This is an optimization exercise on Yosys and OpenROAD, whose aim is small area, not a production implementation.
Function not checked in this run: the RTL went through the layout flow alone.
Power and IR drop assume default switching activity.

==> design.v <==
module rgb_to_ycbcr_444(
  input wire in_reset,
  input wire in_clock,
  input wire [7:0] in_r,
  input wire [7:0] in_g,
  input wire [7:0] in_b,
  output reg [7:0] out_y,
  output reg [7:0] out_cb,
  output reg [7:0] out_cr
  );
  wire n0 = in_g[0] & in_b[0];
  wire n1, n2;
  ha_cell u_n1 (.a(in_r[0]), .b(in_g[1]), .s(n1), .co(n2));
  wire n3 = (in_b[1] & n0) | (in_b[1] & n1) | (n0 & n1);
  wire n4, n5;
  fa_cell u_n4 (.a(in_r[1]), .b(in_g[2]), .c(in_b[2]), .s(n4), .co(n5));
  wire n6 = (n2 & n4) | (n2 & n3) | (n4 & n3);
  wire n7, n8;
  ha_cell u_n7 (.a(in_r[2]), .b(in_g[3]), .s(n7), .co(n8));
  wire n9, n10;
  fa_cell u_n9 (.a(in_b[3]), .b(in_b[0]), .c(n7), .s(n9), .co(n10));
  wire n11 = (n5 & n9) | (n5 & n6) | (n9 & n6);
  wire n12, n13;
  ha_cell u_n12 (.a(in_r[3]), .b(in_g[4]), .s(n12), .co(n13));
  wire n14, n15;
  fa_cell u_n14 (.a(in_b[4]), .b(in_b[1]), .c(in_b[0]), .s(n14), .co(n15));
  wire n16, n17;
  fa_cell u_n16 (.a(n8), .b(n12), .c(n14), .s(n16), .co(n17));
  wire n18 = (n10 & n16) | (n10 & n11) | (n16 & n11);
  wire n19, n20;
  fa_cell u_n19 (.a(in_r[4]), .b(in_g[5]), .c(in_b[5]), .s(n19), .co(n20));
  wire n21, n22;
  fa_cell u_n21 (.a(in_b[2]), .b(in_b[1]), .c(n13), .s(n21), .co(n22));
  wire n23, n24;
  fa_cell u_n23 (.a(n15), .b(n19), .c(n21), .s(n23), .co(n24));
  wire n25 = (n17 & n23) | (n17 & n18) | (n23 & n18);
  wire n26, n27;
  ha_cell u_n26 (.a(in_r[5]), .b(in_r[0]), .s(n26), .co(n27));
  wire n28, n29;
  fa_cell u_n28 (.a(in_g[6]), .b(in_b[6]), .c(in_b[3]), .s(n28), .co(n29));
  wire n30, n31;
  fa_cell u_n30 (.a(in_b[2]), .b(n26), .c(n20), .s(n30), .co(n31));
  wire n32, n33;
  fa_cell u_n32 (.a(n28), .b(n22), .c(n30), .s(n32), .co(n33));
  wire n34 = (n24 & n32) | (n24 & n25) | (n32 & n25);
  wire n35, n36;
  ha_cell u_n35 (.a(in_r[6]), .b(in_r[1]), .s(n35), .co(n36));
  wire n37, n38;
  fa_cell u_n37 (.a(in_g[7]), .b(in_g[0]), .c(in_b[7]), .s(n37), .co(n38));
  wire n39, n40;
  fa_cell u_n39 (.a(in_b[4]), .b(in_b[3]), .c(n27), .s(n39), .co(n40));
  wire n41, n42;
  fa_cell u_n41 (.a(n35), .b(n29), .c(n37), .s(n41), .co(n42));
  wire n43, n44;
  fa_cell u_n43 (.a(n39), .b(n31), .c(n41), .s(n43), .co(n44));
  wire n45 = (n33 & n43) | (n33 & n34) | (n43 & n34);
  wire n46, n47;
  fa_cell u_n46 (.a(in_r[7]), .b(in_r[2]), .c(in_g[1]), .s(n46), .co(n47));
  wire n48, n49;
  fa_cell u_n48 (.a(in_b[5]), .b(in_b[4]), .c(n36), .s(n48), .co(n49));
  wire n50, n51;
  fa_cell u_n50 (.a(n38), .b(n46), .c(n40), .s(n50), .co(n51));
  wire n52, n53;
  fa_cell u_n52 (.a(n48), .b(n42), .c(n50), .s(n52), .co(n53));
  wire n54, n55;
  fa_cell u_n54 (.a(n44), .b(n52), .c(n45), .s(n54), .co(n55));
  wire n56, n57;
  fa_cell u_n56 (.a(in_r[3]), .b(in_g[2]), .c(in_b[6]), .s(n56), .co(n57));
  wire n58, n59;
  fa_cell u_n58 (.a(in_b[5]), .b(n47), .c(n56), .s(n58), .co(n59));
  wire n60, n61;
  fa_cell u_n60 (.a(n49), .b(n51), .c(n58), .s(n60), .co(n61));
  wire n62, n63;
  fa_cell u_n62 (.a(n53), .b(n60), .c(n55), .s(n62), .co(n63));
  wire n64, n65;
  ha_cell u_n64 (.a(in_r[4]), .b(in_g[3]), .s(n64), .co(n65));
  wire n66, n67;
  fa_cell u_n66 (.a(in_b[7]), .b(in_b[6]), .c(n64), .s(n66), .co(n67));
  wire n68, n69;
  fa_cell u_n68 (.a(n57), .b(n66), .c(n59), .s(n68), .co(n69));
  wire n70, n71;
  fa_cell u_n70 (.a(n61), .b(n68), .c(n63), .s(n70), .co(n71));
  wire n72, n73;
  fa_cell u_n72 (.a(in_r[5]), .b(in_g[4]), .c(in_b[7]), .s(n72), .co(n73));
  wire n74, n75;
  fa_cell u_n74 (.a(n65), .b(n72), .c(n67), .s(n74), .co(n75));
  wire n76, n77;
  fa_cell u_n76 (.a(n74), .b(n69), .c(n71), .s(n76), .co(n77));
  wire n78, n79;
  fa_cell u_n78 (.a(in_r[6]), .b(in_g[5]), .c(n73), .s(n78), .co(n79));
  wire n80, n81;
  fa_cell u_n80 (.a(n78), .b(n75), .c(n77), .s(n80), .co(n81));
  wire n82, n83;
  fa_cell u_n82 (.a(in_r[7]), .b(in_g[6]), .c(n79), .s(n82), .co(n83));
  wire n84 = ~n82 & ~n81;
  wire n85 = ~n82 | ~n81;
  wire n86;
  xor_cell u_n86 (.a(n82), .b(n81), .y(n86));
  wire n87 = ~in_g[7] & ~n83;
  wire n88 = ~in_g[7] | ~n83;
  wire n89;
  xor_cell u_n89 (.a(in_g[7]), .b(n83), .y(n89));
  wire n90 = n84 | (n85 & ~n80);
  wire n91 = n85 & 1'b1;
  wire n92 = 1'b0 | (1'b0 & n87);
  wire n93 = 1'b0 & n88;
  wire n94 = n87 | (n88 & n90);
  wire n95 = n88 & n91;
  wire n96 = n92 | (n93 & n90);
  wire n97 = n93 & n91;
  wire n98 = ~n80;
  wire n99;
  xor_cell u_n99 (.a(n86), .b(n98), .y(n99));
  wire n100 = n90;
  wire n101;
  xor_cell u_n101 (.a(n89), .b(n100), .y(n101));
  wire n102 = n94;
  wire n103;
  xor_cell u_n103 (.a(in_b[0]), .b(in_g[0]), .y(n103));
  wire n104 = ~in_b[0] & in_g[0];
  wire n105, n106;
  fa_cell u_n105 (.a(~in_b[1]), .b(in_g[1]), .c(n104), .s(n105), .co(n106));
  wire n107 = in_b[2] & ~in_g[2];
  wire n108 = in_b[2] | ~in_g[2];
  wire n109;
  xor_cell u_n109 (.a(in_b[2]), .b(in_g[2]), .y(n109));
  wire n110 = in_b[3] & ~in_g[3];
  wire n111 = in_b[3] | ~in_g[3];
  wire n112;
  xor_cell u_n112 (.a(in_b[3]), .b(in_g[3]), .y(n112));
  wire n113 = in_b[4] & ~in_g[4];
  wire n114 = in_b[4] | ~in_g[4];
  wire n115;
  xor_cell u_n115 (.a(in_b[4]), .b(in_g[4]), .y(n115));
  wire n116 = in_b[5] & ~in_g[5];
  wire n117 = in_b[5] | ~in_g[5];
  wire n118;
  xor_cell u_n118 (.a(in_b[5]), .b(in_g[5]), .y(n118));
  wire n119 = in_b[6] & ~in_g[6];
  wire n120 = in_b[6] | ~in_g[6];
  wire n121;
  xor_cell u_n121 (.a(in_b[6]), .b(in_g[6]), .y(n121));
  wire n122 = in_b[7] & ~in_g[7];
  wire n123 = in_b[7] | ~in_g[7];
  wire n124;
  xor_cell u_n124 (.a(in_b[7]), .b(in_g[7]), .y(n124));
  wire n125 = n107 | (n108 & ~n106);
  wire n126 = n110 | (n111 & n125);
  wire n127 = n111 & n108;
  wire n128 = n116 | (n117 & n113);
  wire n129 = n117 & n114;
  wire n130 = n122 | (n123 & n119);
  wire n131 = n123 & n120;
  wire n132 = n113 | (n114 & n126);
  wire n133 = n114 & n127;
  wire n134 = n128 | (n129 & n126);
  wire n135 = n129 & n127;
  wire n136 = n119 | (n120 & n134);
  wire n137 = n120 & n135;
  wire n138 = n130 | (n131 & n134);
  wire n139 = n131 & n135;
  wire n140;
  xor_cell u_n140 (.a(n109), .b(n106), .y(n140));
  wire n141 = n125;
  wire n142;
  xor_cell u_n142 (.a(n112), .b(n141), .y(n142));
  wire n143 = n126;
  wire n144;
  xor_cell u_n144 (.a(n115), .b(n143), .y(n144));
  wire n145 = n132;
  wire n146;
  xor_cell u_n146 (.a(n118), .b(n145), .y(n146));
  wire n147 = n134;
  wire n148;
  xor_cell u_n148 (.a(n121), .b(n147), .y(n148));
  wire n149 = n136;
  wire n150;
  xor_cell u_n150 (.a(n124), .b(n149), .y(n150));
  wire n151 = n138;
  wire n152;
  xor_cell u_n152 (.a(in_r[0]), .b(in_g[0]), .y(n152));
  wire n153 = ~in_r[0] & in_g[0];
  wire n154, n155;
  fa_cell u_n154 (.a(~in_r[1]), .b(in_g[1]), .c(n153), .s(n154), .co(n155));
  wire n156 = in_r[2] & ~in_g[2];
  wire n157 = in_r[2] | ~in_g[2];
  wire n158;
  xor_cell u_n158 (.a(in_r[2]), .b(in_g[2]), .y(n158));
  wire n159 = in_r[3] & ~in_g[3];
  wire n160 = in_r[3] | ~in_g[3];
  wire n161;
  xor_cell u_n161 (.a(in_r[3]), .b(in_g[3]), .y(n161));
  wire n162 = in_r[4] & ~in_g[4];
  wire n163 = in_r[4] | ~in_g[4];
  wire n164;
  xor_cell u_n164 (.a(in_r[4]), .b(in_g[4]), .y(n164));
  wire n165 = in_r[5] & ~in_g[5];
  wire n166 = in_r[5] | ~in_g[5];
  wire n167;
  xor_cell u_n167 (.a(in_r[5]), .b(in_g[5]), .y(n167));
  wire n168 = in_r[6] & ~in_g[6];
  wire n169 = in_r[6] | ~in_g[6];
  wire n170;
  xor_cell u_n170 (.a(in_r[6]), .b(in_g[6]), .y(n170));
  wire n171 = in_r[7] & ~in_g[7];
  wire n172 = in_r[7] | ~in_g[7];
  wire n173;
  xor_cell u_n173 (.a(in_r[7]), .b(in_g[7]), .y(n173));
  wire n174 = n156 | (n157 & ~n155);
  wire n175 = n159 | (n160 & n174);
  wire n176 = n160 & n157;
  wire n177 = n165 | (n166 & n162);
  wire n178 = n166 & n163;
  wire n179 = n171 | (n172 & n168);
  wire n180 = n172 & n169;
  wire n181 = n162 | (n163 & n175);
  wire n182 = n163 & n176;
  wire n183 = n177 | (n178 & n175);
  wire n184 = n178 & n176;
  wire n185 = n168 | (n169 & n183);
  wire n186 = n169 & n184;
  wire n187 = n179 | (n180 & n183);
  wire n188 = n180 & n184;
  wire n189;
  xor_cell u_n189 (.a(n158), .b(n155), .y(n189));
  wire n190 = n174;
  wire n191;
  xor_cell u_n191 (.a(n161), .b(n190), .y(n191));
  wire n192 = n175;
  wire n193;
  xor_cell u_n193 (.a(n164), .b(n192), .y(n193));
  wire n194 = n181;
  wire n195;
  xor_cell u_n195 (.a(n167), .b(n194), .y(n195));
  wire n196 = n183;
  wire n197;
  xor_cell u_n197 (.a(n170), .b(n196), .y(n197));
  wire n198 = n185;
  wire n199;
  xor_cell u_n199 (.a(n173), .b(n198), .y(n199));
  wire n200 = n187;
  wire n201, n202;
  fa_cell u_n201 (.a(n152), .b(n152), .c(~n154), .s(n201), .co(n202));
  wire n203, n204;
  fa_cell u_n203 (.a(n189), .b(n202), .c(n201), .s(n203), .co(n204));
  wire n205 = n154 & ~n203;
  wire n206, n207;
  fa_cell u_n206 (.a(n103), .b(n189), .c(~n191), .s(n206), .co(n207));
  wire n208, n209;
  fa_cell u_n208 (.a(n204), .b(n206), .c(~n205), .s(n208), .co(n209));
  wire n210;
  xor_cell u_n210 (.a(n152), .b(n105), .y(n210));
  wire n211 = n152 & ~n105;
  wire n212, n213;
  fa_cell u_n212 (.a(n210), .b(n191), .c(n193), .s(n212), .co(n213));
  wire n214;
  xor_cell u_n214 (.a(n207), .b(n212), .y(n214));
  wire n215 = ~n207 & n212;
  wire n216, n217;
  fa_cell u_n216 (.a(~n154), .b(n140), .c(n211), .s(n216), .co(n217));
  wire n218, n219;
  fa_cell u_n218 (.a(n193), .b(~n216), .c(n195), .s(n218), .co(n219));
  wire n220, n221;
  fa_cell u_n220 (.a(n213), .b(n215), .c(n218), .s(n220), .co(n221));
  wire n222, n223;
  fa_cell u_n222 (.a(n103), .b(~n189), .c(n142), .s(n222), .co(n223));
  wire n224, n225;
  fa_cell u_n224 (.a(n197), .b(n195), .c(n222), .s(n224), .co(n225));
  wire n226, n227;
  fa_cell u_n226 (.a(~n217), .b(n219), .c(n224), .s(n226), .co(n227));
  wire n228, n229;
  fa_cell u_n228 (.a(~n105), .b(n191), .c(n144), .s(n228), .co(n229));
  wire n230, n231;
  fa_cell u_n230 (.a(n223), .b(n197), .c(n199), .s(n230), .co(n231));
  wire n232, n233;
  fa_cell u_n232 (.a(n228), .b(n225), .c(n230), .s(n232), .co(n233));
  wire n234;
  xor_cell u_n234 (.a(n140), .b(n193), .y(n234));
  wire n235 = n140 | n193;
  wire n236, n237;
  fa_cell u_n236 (.a(~n146), .b(n200), .c(n234), .s(n236), .co(n237));
  wire n238, n239;
  fa_cell u_n238 (.a(n229), .b(n199), .c(~n236), .s(n238), .co(n239));
  wire n240, n241;
  fa_cell u_n240 (.a(n231), .b(n238), .c(n233), .s(n240), .co(n241));
  wire n242, n243;
  fa_cell u_n242 (.a(n235), .b(n148), .c(n195), .s(n242), .co(n243));
  wire n244, n245;
  fa_cell u_n244 (.a(n142), .b(n200), .c(n237), .s(n244), .co(n245));
  wire n246, n247;
  fa_cell u_n246 (.a(n242), .b(n239), .c(~n244), .s(n246), .co(n247));
  wire n248;
  xor_cell u_n248 (.a(n144), .b(n197), .y(n248));
  wire n249 = n144 & ~n197;
  wire n250, n251;
  fa_cell u_n250 (.a(n150), .b(n248), .c(n243), .s(n250), .co(n251));
  wire n252;
  xor_cell u_n252 (.a(n245), .b(n250), .y(n252));
  wire n253 = ~n245 & n250;
  wire n254, n255;
  fa_cell u_n254 (.a(n151), .b(n146), .c(n249), .s(n254), .co(n255));
  wire n256, n257;
  fa_cell u_n256 (.a(n199), .b(~n254), .c(n251), .s(n256), .co(n257));
  wire n258, n259;
  fa_cell u_n258 (.a(n148), .b(n200), .c(n255), .s(n258), .co(n259));
  wire n260, n261;
  ha_cell u_n260 (.a(n150), .b(n259), .s(n260), .co(n261));
  wire n262;
  xor_cell u_n262 (.a(n151), .b(n261), .y(n262));
  wire n263 = ~n214 & ~n209;
  wire n264 = ~n214 | ~n209;
  wire n265 = n221 & n226;
  wire n266 = n221 | n226;
  wire n267 = n227 & n232;
  wire n268 = n227 | n232;
  wire n269;
  xor_cell u_n269 (.a(n227), .b(n232), .y(n269));
  wire n270 = n246 & n241;
  wire n271 = n246 | n241;
  wire n272;
  xor_cell u_n272 (.a(n246), .b(n241), .y(n272));
  wire n273 = ~n252 & n247;
  wire n274 = ~n252 | n247;
  wire n275;
  xor_cell u_n275 (.a(n252), .b(n247), .y(n275));
  wire n276 = n253 & n256;
  wire n277 = n253 | n256;
  wire n278;
  xor_cell u_n278 (.a(n253), .b(n256), .y(n278));
  wire n279 = ~n258 & n257;
  wire n280 = ~n258 | n257;
  wire n281;
  xor_cell u_n281 (.a(n258), .b(n257), .y(n281));
  wire n282 = n263 | (n264 & ~n208);
  wire n283 = n264 & 1'b1;
  wire n284 = n265 | (n266 & 1'b0);
  wire n285 = n266 & n220;
  wire n286 = 1'b0 | (n240 & n267);
  wire n287 = n240 & n268;
  wire n288 = n273 | (n274 & n270);
  wire n289 = n274 & n271;
  wire n290 = n279 | (n280 & n276);
  wire n291 = n280 & n277;
  wire n292 = 1'b0 | (n262 & 1'b0);
  wire n293 = n262 & ~n260;
  wire n294 = 1'b0 | (n220 & n282);
  wire n295 = n220 & n283;
  wire n296 = n284 | (n285 & n282);
  wire n297 = n285 & n283;
  wire n298 = n270 | (n271 & n286);
  wire n299 = n271 & n287;
  wire n300 = n288 | (n289 & n286);
  wire n301 = n289 & n287;
  wire n302 = 1'b0 | (~n260 & n290);
  wire n303 = ~n260 & n291;
  wire n304 = n292 | (n293 & n290);
  wire n305 = n293 & n291;
  wire n306 = n267 | (n268 & n296);
  wire n307 = n268 & n297;
  wire n308 = n286 | (n287 & n296);
  wire n309 = n287 & n297;
  wire n310 = n298 | (n299 & n296);
  wire n311 = n299 & n297;
  wire n312 = n300 | (n301 & n296);
  wire n313 = n301 & n297;
  wire n314 = n276 | (n277 & n312);
  wire n315 = n277 & n313;
  wire n316 = n290 | (n291 & n312);
  wire n317 = n291 & n313;
  wire n318 = n302 | (n303 & n312);
  wire n319 = n303 & n313;
  wire n320 = n304 | (n305 & n312);
  wire n321 = n305 & n313;
  wire n322 = n296;
  wire n323;
  xor_cell u_n323 (.a(n269), .b(n322), .y(n323));
  wire n324 = n306;
  wire n325;
  xor_cell u_n325 (.a(n240), .b(n324), .y(n325));
  wire n326 = n308;
  wire n327;
  xor_cell u_n327 (.a(n272), .b(n326), .y(n327));
  wire n328 = n310;
  wire n329;
  xor_cell u_n329 (.a(n275), .b(n328), .y(n329));
  wire n330 = n312;
  wire n331;
  xor_cell u_n331 (.a(n278), .b(n330), .y(n331));
  wire n332 = n314;
  wire n333;
  xor_cell u_n333 (.a(n281), .b(n332), .y(n333));
  wire n334 = n316;
  wire n335;
  xor_cell u_n335 (.a(n260), .b(n334), .y(n335));
  wire n336 = n318;
  wire n337;
  xor_cell u_n337 (.a(n262), .b(n336), .y(n337));
  wire n338;
  xor_cell u_n338 (.a(n152), .b(n103), .y(n338));
  wire n339 = n152 | n103;
  wire n340;
  xor_cell u_n340 (.a(n339), .b(n154), .y(n340));
  wire n341 = n339 & ~n154;
  wire n342, n343;
  ha_cell u_n342 (.a(n105), .b(n340), .s(n342), .co(n343));
  wire n344, n345;
  fa_cell u_n344 (.a(n189), .b(n140), .c(n341), .s(n344), .co(n345));
  wire n346;
  xor_cell u_n346 (.a(n343), .b(n344), .y(n346));
  wire n347 = n343 & ~n344;
  wire n348, n349;
  fa_cell u_n348 (.a(n152), .b(n191), .c(n142), .s(n348), .co(n349));
  wire n350, n351;
  fa_cell u_n350 (.a(n347), .b(n148), .c(n348), .s(n350), .co(n351));
  wire n352, n353;
  fa_cell u_n352 (.a(~n154), .b(n193), .c(n144), .s(n352), .co(n353));
  wire n354, n355;
  fa_cell u_n354 (.a(n349), .b(n150), .c(n352), .s(n354), .co(n355));
  wire n356;
  xor_cell u_n356 (.a(n189), .b(n195), .y(n356));
  wire n357 = n189 | n195;
  wire n358, n359;
  fa_cell u_n358 (.a(~n151), .b(n146), .c(n353), .s(n358), .co(n359));
  wire n360, n361;
  fa_cell u_n360 (.a(~n356), .b(n355), .c(n358), .s(n360), .co(n361));
  wire n362;
  xor_cell u_n362 (.a(n191), .b(n197), .y(n362));
  wire n363 = n191 & ~n197;
  wire n364, n365;
  fa_cell u_n364 (.a(n148), .b(n357), .c(n362), .s(n364), .co(n365));
  wire n366, n367;
  ha_cell u_n366 (.a(n359), .b(n364), .s(n366), .co(n367));
  wire n368, n369;
  ha_cell u_n368 (.a(n193), .b(n363), .s(n368), .co(n369));
  wire n370, n371;
  fa_cell u_n370 (.a(n199), .b(n150), .c(~n368), .s(n370), .co(n371));
  wire n372, n373;
  fa_cell u_n372 (.a(n365), .b(n370), .c(n367), .s(n372), .co(n373));
  wire n374, n375;
  ha_cell u_n374 (.a(n200), .b(n195), .s(n374), .co(n375));
  wire n376, n377;
  fa_cell u_n376 (.a(n151), .b(n374), .c(n369), .s(n376), .co(n377));
  wire n378;
  xor_cell u_n378 (.a(n371), .b(n376), .y(n378));
  wire n379 = n371 & ~n376;
  wire n380, n381;
  fa_cell u_n380 (.a(n197), .b(n375), .c(n377), .s(n380), .co(n381));
  wire n382, n383;
  ha_cell u_n382 (.a(n199), .b(n381), .s(n382), .co(n383));
  wire n384;
  xor_cell u_n384 (.a(n200), .b(n383), .y(n384));
  wire n385 = n338 & n142;
  wire n386 = n338 | n142;
  wire n387 = n342 & n144;
  wire n388 = n342 | n144;
  wire n389 = n146 & ~n346;
  wire n390 = n146 | ~n346;
  wire n391 = ~n345 & n350;
  wire n392 = ~n345 | n350;
  wire n393 = n351 & n354;
  wire n394 = n351 | n354;
  wire n395;
  xor_cell u_n395 (.a(n351), .b(n354), .y(n395));
  wire n396 = n366 & n361;
  wire n397 = n366 | n361;
  wire n398;
  xor_cell u_n398 (.a(n366), .b(n361), .y(n398));
  wire n399 = ~n378 & n373;
  wire n400 = ~n378 | n373;
  wire n401;
  xor_cell u_n401 (.a(n378), .b(n373), .y(n401));
  wire n402 = n379 & ~n380;
  wire n403 = n379 | ~n380;
  wire n404;
  xor_cell u_n404 (.a(n379), .b(n380), .y(n404));
  wire n405 = 1'b0 | (n105 & ~n103);
  wire n406 = n105 & 1'b1;
  wire n407 = n385 | (n386 & 1'b0);
  wire n408 = n386 & ~n140;
  wire n409 = n389 | (n390 & n387);
  wire n410 = n390 & n388;
  wire n411 = n393 | (n394 & n391);
  wire n412 = n394 & n392;
  wire n413 = n396 | (n397 & 1'b0);
  wire n414 = n397 & n360;
  wire n415 = n399 | (n400 & 1'b0);
  wire n416 = n400 & n372;
  wire n417 = 1'b0 | (~n382 & n402);
  wire n418 = ~n382 & n403;
  wire n419 = 1'b0 | (~n140 & n405);
  wire n420 = ~n140 & n406;
  wire n421 = n407 | (n408 & n405);
  wire n422 = n408 & n406;
  wire n423 = n391 | (n392 & n409);
  wire n424 = n392 & n410;
  wire n425 = n411 | (n412 & n409);
  wire n426 = n412 & n410;
  wire n427 = 1'b0 | (n372 & n413);
  wire n428 = n372 & n414;
  wire n429 = n415 | (n416 & n413);
  wire n430 = n416 & n414;
  wire n431 = 1'b0 | (n384 & n417);
  wire n432 = n384 & n418;
  wire n433 = n387 | (n388 & n421);
  wire n434 = n388 & n422;
  wire n435 = n409 | (n410 & n421);
  wire n436 = n410 & n422;
  wire n437 = n423 | (n424 & n421);
  wire n438 = n424 & n422;
  wire n439 = n425 | (n426 & n421);
  wire n440 = n426 & n422;
  wire n441 = n402 | (n403 & n429);
  wire n442 = n403 & n430;
  wire n443 = n417 | (n418 & n429);
  wire n444 = n418 & n430;
  wire n445 = n431 | (n432 & n429);
  wire n446 = n432 & n430;
  wire n447 = 1'b0 | (n360 & n439);
  wire n448 = n360 & n440;
  wire n449 = n413 | (n414 & n439);
  wire n450 = n414 & n440;
  wire n451 = n427 | (n428 & n439);
  wire n452 = n428 & n440;
  wire n453 = n429 | (n430 & n439);
  wire n454 = n430 & n440;
  wire n455 = n441 | (n442 & n439);
  wire n456 = n442 & n440;
  wire n457 = n443 | (n444 & n439);
  wire n458 = n444 & n440;
  wire n459 = n445 | (n446 & n439);
  wire n460 = n446 & n440;
  wire n461 = n437;
  wire n462;
  xor_cell u_n462 (.a(n395), .b(n461), .y(n462));
  wire n463 = n439;
  wire n464;
  xor_cell u_n464 (.a(n360), .b(n463), .y(n464));
  wire n465 = n447;
  wire n466;
  xor_cell u_n466 (.a(n398), .b(n465), .y(n466));
  wire n467 = n449;
  wire n468;
  xor_cell u_n468 (.a(n372), .b(n467), .y(n468));
  wire n469 = n451;
  wire n470;
  xor_cell u_n470 (.a(n401), .b(n469), .y(n470));
  wire n471 = n453;
  wire n472;
  xor_cell u_n472 (.a(n404), .b(n471), .y(n472));
  wire n473 = n455;
  wire n474;
  xor_cell u_n474 (.a(n382), .b(n473), .y(n474));
  wire n475 = n457;
  wire n476;
  xor_cell u_n476 (.a(n384), .b(n475), .y(n476));
  wire [7:0] y_d = {~(n102), ~(n101), ~(n99), ~(n80), ~(~n76), ~(~n70), ~(~n62), ~(~n54)};
  wire [7:0] cb_d = {n337, ~n335, ~n333, n331, ~n329, n327, n325, n323};
  wire [7:0] cr_d = {n476, ~n474, ~n472, ~n470, n468, n466, n464, n462};
  always @(posedge in_clock) begin
    if (in_reset) begin
      out_y <= 8'd0;
      out_cb <= 8'd0;
      out_cr <= 8'd0;
    end else begin
      out_y <= y_d;
      out_cb <= cb_d;
      out_cr <= cr_d;
    end
  end
endmodule
module fa_cell(input wire a, input wire b, input wire c, output wire s, output wire co);
  assign s = a ^ b ^ c;
  assign co = (a & b) | (a & c) | (b & c);
endmodule
module ha_cell(input wire a, input wire b, output wire s, output wire co);
  assign s = a ^ b;
  assign co = a & b;
endmodule
module xor_cell(input wire a, input wire b, output wire y);
  assign y = a ^ b;
endmodule
==> flow/run.sh <==
#!/bin/bash
export BUFFER_PORTS_ARGS="-buffer_cell sky130_fd_sc_hd__buf_1"
bash standard.sh > standard.log 2>&1
==> standard.sh <==
#!/bin/bash
# synth_recipe.tcl (not shown) runs the flow's synth.tcl, then flattens the netlist and writes it again
# the make line also repeats each setting of config.mk as NAME=value (left out here)
make -C /OpenROAD-flow-scripts/flow DESIGN_CONFIG=/design/flow/config.mk WORK_HOME=/design/flow/orfs CLKGATE_MAP_FILE= SYNTH_SCRIPT=/design/flow/synth_recipe.tcl "${@:-finish}"
==> config.mk <==
export PLATFORM = sky130hd
export DESIGN_NAME = rgb_to_ycbcr_444
export DESIGN_NICKNAME = rgb_to_ycbcr_444
export VERILOG_FILES = /design/flow/design.v
export SDC_FILE = /design/flow/constraint.sdc
export NUM_CORES = 4
export LEC_CHECK = 0
export CAP_MARGIN = 20
export CORE_MARGIN = 2
export CORE_UTILIZATION = 60
export CTS_BUF_LIST = sky130_fd_sc_hd__clkbuf_4 sky130_fd_sc_hd__clkbuf_8
export GPL_TIMING_DRIVEN = 0
export SLEW_MARGIN = 20
export SYNTH_HIERARCHICAL = 1
export SYNTH_MINIMUM_KEEP_SIZE = 0
==> constraint.sdc <==
create_clock -name core_clock -period 6.0 [get_ports {in_clock}]
set_input_delay 1.2000 -clock core_clock [delete_from_list [all_inputs] [get_ports {in_clock}]]
set_output_delay 1.2000 -clock core_clock [all_outputs]
set_load 0.01 [all_outputs]
==> impl_metrics.csv <==
group,metric,value,unit
setup_path,cp-start-kind,"input port",
die,rows,28,
synth,syn_area_per_cell,10.4,um2
cells_and_area,syn2layout_area_growth,13.0,%
timing,min_period_over_period,97.9,%
cells_and_area,nNetsFinal,512,
cells_and_area,utilization,69.7,%
setup_path,crit_fanout,6,
cells_and_area,stdcell_area,4080,um2
detailed_routing,first_pass_iters,4,
cells_and_area,instances_no_fill,477,
placed_design,place.gp.congestion,0.808,
clocking,h-tree-depth,1,
clocking,clkSlewWorstSetupHoldPaths,0.07,ns
global_route,antenna_found_initial,0,
pwr,p_total,2.26,mW
detailed_routing,drt_iter0_markers,126,
cells_and_area,diodes,0,
setup_path,crit_required,6.20,ns
clocking,cts_tree,"yes",
synth,synth_cell_types,40,
synth,syn_area,3610,um2
timing,finalMaxSlewViolations,0,
global_route,grt_pass1_vias,2722,
placed_design,placed_area,3890,um2
clocking,cts.sinks,24,
die,core,5850,um2
die,die_h,81.6,um
pwr,p_leak,1.71,nW
placed_design,dp_cells,472,
placed_design,dp_slack,-0.595,ns
synth,syn_nets,456,
synth,synth.ff_latch_count,24,
placed_design,io_buffers,49,
global_route,grt_pass1_wl,12300,um
synth,yosysTopAreaCellShare,38.8,%
setup_path,crit_slowest_cell,"fa_1",
setup_path,path_class,"in -> reg",
die,start_util,61.7,%
synth,postSynth.asyncResetShare,0,%
synth,synth_edf_count,0,
timing,fin_tns_setup,0,ns
timing,finalSetupViolCount,0,
status,status,"complete, no violations",
placed_design,hpwl,6200,um
die,die_w,81.6,um
setup_path,critPathLaunch,"in_g[0]",
hold_path,hp-class,"in -> reg",
detailed_routing,vias,2524,
timing,max_freq,0.170,GHz
setup_path,critPathCaptureType,"flip-flop",
timing,worst_pin_slew,0.779,ns
timing,final-hold-violation-count,0,
run,max_cap_violations,0,
global_route,grt_overflow_total,0,
setup_path,worstPathArrival,6.07,ns
detailed_routing,drc,0,
pwr,power_density,555,nW/um2
global_route,grt_use_total,24.4,%
setup_path,cp_cell_sequence,"buf_2, nor2b_2, fa_2, inv_1, maj3_2, o2111ai_2, nand3_2, maj3_2, maj3_2, fa_1, fa_1, inv_1, fa_1, nand2_1, maj3_1, nand2_2, o21ai_2, a311oi_2, xor2_1, nor2b_1",
timing,relSlewSlack,47.9,%
global_route,grt_start_max_net_pins,13,
cells_and_area,fillCellCount,456,
timing,fin_ws,0.125,ns
detailed_routing,routed_via_density,5.29,
synth,yosysSeqAreaShare,13.3,%
setup_path,crit_path_max_incr_delay,0.56,ns
synth,synth_area_leaders,"fa_1 39%, xor2_1 16%, dfxtp_1 13%, nor2b_1 4.7%, ha_1 4.2%",
clocking,root_buffer,"clkbuf_8",
timing,rsz0062_at_grt,"true",
timing,finalHoldWorstSlack,1.23,ns
detailed_routing,ant_nets,0,
timing,fin_crit,5.87,ns
synth,syn_inst,348,
detailed_routing,wl_per_cell,14.9,um
cells_and_area,drive_gt1_share,11.2,%
synth,synth_top_area_cell,"fa_1",
hold_path,min_from,"in_reset",
clocking,cts_made_buffers,3,
synth,yosys_most_used_dff,"dfxtp_1",
clocking,cts_buffer_depth,2,
pwr,peakVddDrop,0.409,mV
die,die-area,6650,um2
synth,yosys_warnings,7,
detailed_routing,wl,7120,um
die,io_pins,50,
==> power by group <==
part	total, mW	switching [mW]	internal [mW]
Combinational	1.91	1.03	0.886
Sequential	0.256	0.0152	0.241
Clock	0.0924	0.0476	0.0448
Total	2.26	1.09	1.17
==> cells in the final DEF, fill, tap and decap left out, types with 6 or more instances in the layout <==
cell,instances
nand2b_1,9
buf_1,42
inv_1,27
fa_1,65
maj3_1,6
maj3_2,6
nor2b_1,26
nand2_1,15
dfxtp_1,24
xor2_1,59
nor2_1,25
ha_1,12
xor2_2,9
==> synth_stat cells, types with 3 or more instances <==
cell type   n
and2_1      3
nor3_1      4
or2_2       4
fa_1       70
a21oi_1     5
maj3_2      4
xor2_1     68
inv_1      27
nor2_1     25
maj3_1      8
a2111oi_0   5
ha_1       12
nand2b_1    9
o21ai_0     5
nor2b_1    27
nand2_1    16
dfxtp_1    24
==> Yosys stat by module (local to each module, per instance) <==
module | copies in the design | flops+latches | cells
xor_cell | 68 | 0 | 1
fa_cell | 70 | 0 | 1
ha_cell | 12 | 0 | 1
rgb_to_ycbcr_444 | 1 | 24 | 198
==> layer usage <==
metal / part of all wire (%) / track usage, % / routed length [um]
met3: 3.1 / 3.41 / 218
met2: 54 / 46.9 / 3870
met1: 42 / 29.9 / 2960
met4: 1.0 / 2.71 / 72
met5: 0 / 0 / 0
==> cell families (layout without fill, tap and decap cells) <==
logic type	Yosys count	in the layout	synth area share, %
simple gates	95	95	13.6
buf+inv	32	86	3.33
fa+ha+maj	94	94	46.4
xor+xnor	68	68	16.5
compound gates	35	35	6.86
flops	24	24	13.3
==> path summary, 6_finish.rpt <==
check | endpoint | depth (start not counted)
worst min-delay path | out_cb[1] | 2
worst max-delay path | out_cb[7] | 20
==> what timing repair did <==
action | in CTS | in global routing
resized for setup | 5 | 31
endpoints found under the setup margin | 9 | 11
pin swaps | 0 | 5
buffers inserted | 0 | 2
hold buffers | 0 | 0
==> registers in the layout, indices dropped and copies added (netlist names) <==
register,count
out_cb,8
out_cr,8
out_y,8
==> critical path: cells and delay by family <==
| kind | cells | cell delay, ns |
|---|---|---|
| buffers and inverters | 3 | 0.27 |
| AND/OR/NAND/NOR | 5 | 0.68 |
| XOR/XNOR | 1 | 0.16 |
| AO/OA/AOI/OAI | 3 | 0.54 |
| adder cells (fa/ha/maj) | 8 | 3.22 |
==> final cells by class <==
cell class,instances,area [um2],share of cell area [%]
Timing Repair Buffer,51,208,5.09
Multi-Input combinational cell,292,3130,76.9
Clock buffer,3,41.3,1.01
Sequential cell,24,480,11.8
Inverter,30,113,2.76
Buffer,2,7.51,0.184
Tap cell,75,93.8,2.30

re-timing with driven ports:
In the flow no input, the clock included, has a driving cell. The finished layout below was timed again as built, in two steps. Step 1, drivers: a clkbuf_16 drives in_clock and a buf_2 each remaining input, both assumed. Step 2 times the ports against the registers' clock, not the clock port: input delays grow and output delays shrink by t, the midpoint of the rising clock arrivals with the driver on. Three values: no drivers, after step 1, after step 2; two values: the first two.
shift t [ns]: 0.283
setup WS [ns]: 0.125 / 0.129 / -0.154
worst setup path at the end: input to register
clock arrival spread, ns: 0.008 / 0.009
worst register clock-pin slew, ns: 0.08 / 0.08
With both steps, setup timing fails in this run, where it was met with ideal ports. For this run, drivers alone change the setup slack by +0.004 ns; drivers and shift together by -0.279 ns.
